Source: an optimization exercise on an open RTL-to-GDS flow (aim: small area and a short achievable clock period). Production flows keep margins and buffers that such runs may drop. Function was checked by simulation only, so behaviour that the tests miss may differ from the original.

Setup of pepper:
## elidon_core
module elidon_core(
  input         clock,
  input         reset,
  output [15:0] imem_addr,
  input  [15:0] imem_rdata,
  output [15:0] dmem_addr,
  output        dmem_read,
  output        dmem_write,
  output [15:0] dmem_wdata,
  input  [15:0] dmem_rdata
);
  reg  [15:0] pc2;
  reg  [15:0] f_ins;
  reg  [15:0] f_rA;
  reg  [15:0] f_rB;
  reg         f_hitA;
  reg         f_hitB;
  reg  [15:0] w_last;
  reg  [255:0] rf;
  reg  [15:0] d_ins;
  reg  [15:0] d_rs1;
  reg  [15:0] d_tgt;
  reg         d_jmp;
  reg         d_bez;
  reg         d_jr;
  reg         d_z;
  reg  [7:0] d_rem;
  reg  [7:0] d_qhi;
  reg  [7:0] d_alo;
  reg  [15:0] d_ub;
  reg         d_sa;
  reg         d_sb;
  reg  [17:0] d_t3;
  reg  [15:0] e_res;
  reg         e_neg;
  reg  [15:0] e_rdsv;
  reg         e_wb;
  reg         e_st;
  reg         e_ld;
  reg  [15:0] m_wv;
  wire [3:0]  op = d_ins[15:12];
  wire        op_c = op == 4'hc;
  wire        op_d = op == 4'hd;
  wire        op_e = op == 4'he;
  wire        op_f = op == 4'hf;
  wire        br_en = d_jmp | (d_bez & d_z);
  wire [15:0] br_pc = d_jr ? d_rs1 : d_tgt;
  assign imem_addr = br_en ? br_pc : pc2;
  always @(posedge clock) begin
    if (reset) pc2 <= 16'h0;
    else pc2 <= imem_addr + 16'h2;
    f_ins <= imem_rdata;
  end
  wire [3:0]  f_op = f_ins[15:12];
  wire [3:0]  ra = imem_rdata[15] ? imem_rdata[7:4] : imem_rdata[11:8];
  wire [3:0]  rb = imem_rdata[3:0];
  wire [15:0] rA = f_hitA ? w_last : f_rA;
  wire [15:0] rB = f_hitB ? w_last : f_rB;
  wire [15:0] wb_data = e_ld ? dmem_rdata : m_wv;
  wire [3:0]  wb_addr = e_rdsv[3:0];
  wire        wb_en = e_ld | e_wb;
  wire [15:0] wb_d = reset ? 16'h0 : wb_data;
  genvar gi;
  generate
    for (gi = 0; gi < 16; gi = gi + 1) begin : g_rf
      always @(posedge clock) begin
        if (reset | (wb_en & (wb_addr == gi))) rf[gi*16 +: 16] <= wb_d;
      end
    end
  endgenerate
  always @(posedge clock) begin
    f_rA   <= rf[ra*16 +: 16];
    f_rB   <= rf[rb*16 +: 16];
    f_hitA <= reset | (wb_en & (wb_addr == ra));
    f_hitB <= reset | (wb_en & (wb_addr == rb));
    w_last <= wb_d;
  end
  wire [15:0] f_offm2 = (f_op == 4'hc) ? {{8{f_ins[7]}}, f_ins[7:0]} - 16'h2 :
                        (f_op == 4'he) ? 16'h0 : {{4{f_ins[11]}}, f_ins[11:0]} - 16'h2;
  wire        sa = rA[15];
  wire        sb = rB[15];
  ...
Size: ~4800 cells after synthesis, about 500 flip-flops, ~84 I/O pins.
==> flow/config.mk <==
export PLATFORM = sky130hd
export DESIGN_NAME = elidon_core
export DESIGN_NICKNAME = elidon_core
export VERILOG_FILES = /design/flow/design.v
export SDC_FILE = /design/flow/constraint.sdc
export NUM_CORES = 4
export LEC_CHECK = 0
export ABC_AREA = 1
export CAP_MARGIN = 20
export CORE_MARGIN = 2
export CORE_UTILIZATION = 40
export CTS_BUF_LIST = sky130_fd_sc_hd__clkbuf_4 sky130_fd_sc_hd__clkbuf_8
export CTS_CLUSTER_SIZE = 30
export SLEW_MARGIN = 20
==> flow/constraint.sdc <==
create_clock -name core_clock -period 32.0 [get_ports {clock}]
set_input_delay 6.4000 -clock core_clock [delete_from_list [all_inputs] [get_ports {clock}]]
set_output_delay 6.4000 -clock core_clock [all_outputs]
set_load 0.01 [all_outputs]
standard.sh (not shown) runs the stock make flow with config.mk's settings and CLKGATE_MAP_FILE= SYNTH_SCRIPT=/design/flow/synth_recipe.tcl, a recipe that flattens the netlist after the stock synthesis.
==> flow/flow/run.sh <==
#!/bin/bash
set -euo pipefail
cd "$(dirname "$0")/.."
bash standard.sh SETUP_SLACK_MARGIN=23.5 "BUFFER_PORTS_ARGS=-buffer_cell sky130_fd_sc_hd__buf_4" finish > standard_flow.log 2>&1
Inputs modified between pepper and lagoon:
==> flow/flow/run.sh <==
#!/bin/bash
set -euo pipefail
cd "$(dirname "$0")/.."
bash standard.sh SETUP_SLACK_MARGIN=23 "BUFFER_PORTS_ARGS=-buffer_cell sky130_fd_sc_hd__buf_4" finish > standard_flow.log 2>&1
Notes after the runs:
lagoon: final area 1500 µm² below pepper. On wire length, pepper loses to lagoon. | number of antenna cells inserted | lagoon vs pepper | 1 lower |. Relative to pepper, setup slack has increased by 0.11 ns in lagoon. Status: initial cell density of the core parity (lagoon, pepper). Final design utilization is higher on pepper. Between pepper and lagoon, the worst endpoint required time figures differ only marginally.

== job 6456 ==
elidon_core, a different RTL version from the one above (not shown whole).
Size in the first run: roughly 3500 cells after synthesis, about 460 flip-flops, about 84 I/O pins, about 35000 um^2 of cells after synthesis.
clock: 32.0 ns
lec_check: 0
cap_margin: 20
core_margin: 2
core_utilization: 40
slew_margin: 20
run.sh (not shown) runs the stock make flow with config.mk's settings and CLKGATE_MAP_FILE= SYNTH_SCRIPT=/design/flow/synth_recipe.tcl, a recipe that flattens the netlist after the stock synthesis.
Stock flow here: none of the scripts above is used.
Job 6456 reached the final stage; the timing, DRC and antenna checks on its layout passed.
diff inputs: job 6456 => job 8305
- changing CORE_UTILIZATION from 40 to 70
--- outcome ---
- [compare] base=job 6456 new=job 8305: maximum cell stage delay along the critical path went down.
- Re shortest clock period the worst path allows after layout: job 6456 and job 8305 aren't equal, and the higher value belongs to job 8305.
- Relative to job 6456, the number of inserted filler cells in the final layout of job 8305 is lower by 5253.
- Job 8305 against job 6456: critical path depth moved up, die extent in x decreased by 24% relative to the old numbers.
- Job 8305 vs job 6456: multi-input logic portion of the cell area up in job 8305
- Diff job 8305..job 6456 | share of the synthesized netlist area taken by xor and xnor gates | unchanged
- Cmp job 6456 and job 8305 / final weighted congestion in routability-driven placement / higher: job 8305
The inputs of job 6029 differ from those of job 8305 as listed below.
- swapping 70 for 40 in CORE_UTILIZATION
==> flow/flow/run.sh (new file) <==
#!/bin/bash
set -euo pipefail
cd "$(dirname "$0")/.."
bash standard.sh SETUP_SLACK_MARGIN=20 finish > standard_flow.log 2>&1
==> flow/standard.sh (new file) <==
#!/bin/bash
# synth_recipe.tcl (not shown) runs the flow's synth.tcl, then flattens the netlist and writes it again
# the make line also repeats each setting of config.mk as NAME=value (left out here)
make -C /OpenROAD-flow-scripts/flow DESIGN_CONFIG=/design/flow/config.mk WORK_HOME=/design/flow/orfs CLKGATE_MAP_FILE= SYNTH_SCRIPT=/design/flow/synth_recipe.tcl "${@:-finish}"
removed: flow/run.sh
==> comparison <==
Of job 8305 and job 6029, job 8305 shows the lower fmax, with job 6029 above it. After detailed routing, job 8305 needs more wire than job 6029. e_res[1]$_SDFF_PP0_ as the end of the critical path was reported by job 6029, and e_res[0]$_SDFF_PP0_ by job 8305. The die boundary width in job 6029 is 1.3 times that in job 8305. Relative to job 8305, global-route wire length before repair has decreased by 13% in job 6029. STATUS estimated wirelength of the detail-placed design: job 6029 wins against job 8305.

==> separate check: timing with driven ports <==
Ports are ideal in the flow. The routed layouts listed here were re-timed in OpenROAD.
Step 1, drivers: a clkbuf_16 drives clock and a buf_2 each remaining input, both assumed.
Step 2 moves the port delays by t, midway between the first and last clock arrival at a register: inputs arrive t later, outputs are due t later. That takes back most of the time a late clock gives input paths.
Slacks: ideal / step 1 / step 2; pairs: ideal / step 1.
| run | t, ns | slack for setup (ns) | worst slew at a driven data input, ns |
|---|---|---|---|
| pepper | 0.754 | 23.067 / 23.007 / 22.928 | 0.05 |
| lagoon | 0.750 | 23.172 / 23.111 / 22.569 | 0.05 |
| job 6456 | 0.661 | 17.457 / 17.457 / 17.457 | 0.08 |
| job 8305 | 0.678 | 17.091 / 17.091 / 17.091 | 0.07 |
| job 6029 | 0.660 | 20.273 / 20.273 / 20.273 | 0.08 |
After both steps every run listed still meets setup and hold. The setup slack of lagoon, which loses most, moves by -0.061 ns with the drivers and by -0.603 ns with both steps.
